From an optimization exercise on the open Yosys and OpenROAD flow, aimed at small area; shortcuts taken in it are not production practice.
Only simulation tests tie the RTL to the original design; equivalence was not proved.
Power figures rest on the tool's default switching activity, not on a simulated workload.

build 78:
// snake_vga
module snake_vga(input clk,
                 input rst,
                 input [3:0] buttons,
                 input [7:0] switches,
                 input game_tick,
                 input scan_tick,
                 output hsync,
                 output vsync,
                 output [2:0] red,
                 output [2:0] green,
                 output [1:0] blue,
                 output [7:0] leds,
                 output [3:0] anodes,
                 output [7:0] cathodes);
    wire hsync_out;
    wire vsync_out;
    wire vidon;
    wire [4:0] hc, vc;
    wire [5:0] ho, vo;
    wire [3:0] ScoreThousands;
    wire [3:0] ScoreHundreds;
    wire [3:0] ScoreTens;
    wire [3:0] ScoreOnes;
    wire [2:0] Level;
    wire [2:0] R;
    wire [2:0] G;
    wire [1:0] B;
    assign hsync = ~hsync_out;
    assign vsync = ~vsync_out;
    DifficultySelector diffSel(.ScoreThousands(ScoreThousands), .ScoreHundreds(ScoreHundreds),
                               .ScoreTens(ScoreTens), .Switches(switches), .Level(Level), .Leds(leds));
    Game game(.Clock(clk), .Reset(rst), .Tick(game_tick), .Buttons(buttons),
              .PX(hc), .RX(ho), .PY(vc), .RY(vo), .Level(Level),
              .ScoreThousands(ScoreThousands), .ScoreHundreds(ScoreHundreds),
              .ScoreTens(ScoreTens), .ScoreOnes(ScoreOnes), .R(R), .G(G), .B(B));
    SevenSegmentDisplay scoreDisplay(.Clock(clk), .Reset(rst), .Enable(scan_tick),
                                     .Thousands(ScoreThousands), .Hundreds(ScoreHundreds),
                                     .Tens(ScoreTens), .Ones(ScoreOnes),
                                     .Anodes(anodes), .Cathodes(cathodes));
    vga_800x600 display(.Clock(clk), .Reset(rst), .hsync(hsync_out), .vsync(vsync_out), .vidon(vidon),
                        .hc(hc), .ho(ho), .vc(vc), .vo(vo));
    assign red   = vidon ? R : 3'b000;
    assign green = vidon ? G : 3'b000;
    assign blue  = vidon ? B : 2'b00;
endmodule
clock: 20.0 ns
lec_check: 0
cap_margin: 0
core_margin: 2
core_utilization: 60
cts_buf_list: sky130_fd_sc_hd__clkbuf_8
slew_margin: 0
standard.sh (not shown) runs the stock make flow with config.mk's settings and CLKGATE_MAP_FILE= SYNTH_SCRIPT=/design/flow/synth_recipe.tcl, a recipe that flattens the netlist after the stock synthesis.
==> flow/flow/run.sh <==
#!/bin/bash
# Layout: the standard flow, with an area-oriented synthesis.
# The synthesis is the standard flow's own script (synth_recipe.tcl, hence ORFS's synth.tcl)
# with two changes made by area_synth_pre.tcl: adders are not mapped to
# full/half-adder cells first, and ABC maps with an area script (area.abc:
# a deep AIG resynthesis, then area-oriented mapping).
# The registers come out the same as in the standard synthesis.
set -euo pipefail
here=$(pwd)
export OWN_ABC_ARGS="-script $here/flow/area.abc"
cat flow/area_synth_pre.tcl synth_recipe.tcl > own_synth.tcl
BUFFER_PORTS_ARGS="-buffer_cell sky130_fd_sc_hd__buf_1" bash standard.sh SYNTH_SCRIPT="$here/own_synth.tcl" finish > flow_make.log 2>&1
==> flow/flow/area.abc <==
strash
ifraig
scorr
dc2
strash
&get -n
&deepsyn -T 60
&put
dch -f
amap
==> flow/flow/area_synth_pre.tcl <==
# Area-oriented variant of the standard synthesis: the same passes, except
# that adders are left to ABC and ABC maps for area.
set ::env(ADDER_MAP_FILE) ""
proc abc {args} {
  set keep {}
  set skip 0
  foreach a $args {
    if { $skip } { set skip 0; continue }
    if { $a eq "-script" || $a eq "-D" || $a eq "-constr" } { set skip 1; continue }
    lappend keep $a
  }
  yosys abc {*}$keep {*}$::env(OWN_ABC_ARGS)
}
Edits applied to the flow inputs when going from build 78 to build 64:
--- a/flow/flow/run.sh
+++ b/flow/flow/run.sh
@@ -7,2 +7,3 @@
 # The registers come out the same as in the standard synthesis.
+# Every port still gets a buffer, with the smallest buffer cell (buf_1).
 set -euo pipefail
==> flow/flow/area.abc <==
strash
ifraig
scorr
dc2
strash
&get -n
&deepsyn -T 600
&put
dch -f
amap
--- outcome ---
Build 64 finished end to end and its layout was clean on timing, DRC and antenna.
Cmp build 64 vs build 78: fmax higher in build 64
In build 64 the combinational power turned out about 14% higher than in build 78.
Build 64 leaves more setup margin than build 78.
On number of cells on the critical path: build 64 sits below build 78.
Latest clock arrival within the worst-skew pair delta (build 64 -> build 78): insignificant
The lower starting utilization of the core area came out of build 64.
Build 64 against build 78: first-pass GRT wire length went down by 1.5%; first-iteration DRC count moved up; final critical-path share of the clock period decreased 3.5 points.
Lower total of clock buffers placed in the layout among build 64 and build 78: build 64
Edits applied to the flow inputs when going from build 64 to build 17:
# build 64
export LEC_CHECK = 0
export CAP_MARGIN = 0
export CORE_MARGIN = 2
export CORE_UTILIZATION = 60
export CTS_BUF_LIST = sky130_fd_sc_hd__clkbuf_8
export SLEW_MARGIN = 0
create_clock -name core_clock -period 20.0 [get_ports {clk}]
# build 17
export LEC_CHECK = 0
export CAP_MARGIN = 0
export CORE_MARGIN = 2
export CORE_UTILIZATION = 75
export CTS_BUF_LIST = sky130_fd_sc_hd__clkbuf_8
export SLEW_MARGIN = 0
create_clock -name core_clock -period 20.0 [get_ports {clk}]
--- a/flow/flow/run.sh
+++ b/flow/flow/run.sh
@@ -7,3 +7,2 @@
 # The registers come out the same as in the standard synthesis.
-# Every port still gets a buffer, with the smallest buffer cell (buf_1).
 set -euo pipefail
==> flow/flow/area.abc <==
strash
ifraig
scorr
dc2
strash
&get -n
&deepsyn -T 60
&put
dch -f
amap
### Flow results
From build 64 to build 17 the numbers moved as follows: detailed-router iteration count before antenna repair +1, height of the die fell by about 10%.
Measured against each other, build 64 and build 17 differ in power per cell area, the lower figure coming from build 17.
Diff build 64 -> build 17: summed area of non-filler cells in the final layout flat; total length of routed met3 wires moved up; reported net switching power decreased by 0.0077 mW relative to the old numbers.
## Diff of input files: build 57 against build 17
# build 17
export LEC_CHECK = 0
export CAP_MARGIN = 0
export CORE_MARGIN = 2
export CORE_UTILIZATION = 75
export CTS_BUF_LIST = sky130_fd_sc_hd__clkbuf_8
export SLEW_MARGIN = 0
create_clock -name core_clock -period 20.0 [get_ports {clk}]
# build 57
export LEC_CHECK = 0
export CAP_MARGIN = 0
export CORE_MARGIN = 2
export CORE_UTILIZATION = 70
export CTS_BUF_LIST = sky130_fd_sc_hd__clkbuf_8
export SLEW_MARGIN = 0
create_clock -name core_clock -period 20.0 [get_ports {clk}]
--- a/flow/flow/run.sh
+++ b/flow/flow/run.sh
@@ -7,2 +7,3 @@
 # The registers come out the same as in the standard synthesis.
+# Every port still gets a buffer, with the smallest buffer cell (buf_1).
 set -euo pipefail
==> flow/flow/area.abc <==
strash
ifraig
scorr
dc2
strash
&get -n
&deepsyn -T 240
&put
dch -f
amap
- For build 57, the end of the critical path was red[1], unlike build 17, where it was red[0].
- In the tables for build 57 and build 17, total power reads lower with build 57.
- Build 57 against build 17: part of the power in the clock network dropped 4.2 points, fraction of the mapped netlist area in compound gates climbed 0.18 points, sequential area share after synthesis climbed 0.37 points.

## static timing again, ports no longer ideal
No port has a modelled driver above. Below, the same layouts with a new extraction and two added sets of constraints.
Step 1, drivers: a clkbuf_16 drives clk and a buf_2 each remaining input, both assumed.
Step 2, shift: input delay + t, output delay - t, t = (earliest + latest rising clock arrival at the registers) / 2. This alone moves slack from input paths to output paths.
Three values: ideal ports, drivers, drivers and shift; two values: the first two.
run	t (ns)	slack for setup (ns)	cell pins on the clock port's net
build 78	0.423	4.818 / 4.781 / 5.205	1
build 64	0.432	5.519 / 5.479 / 5.911	1
build 17	0.424	4.691 / 4.653 / 5.077	1
build 57	0.426	5.243 / 5.205 / 5.631	1
After both steps setup and hold are still met in every run listed.
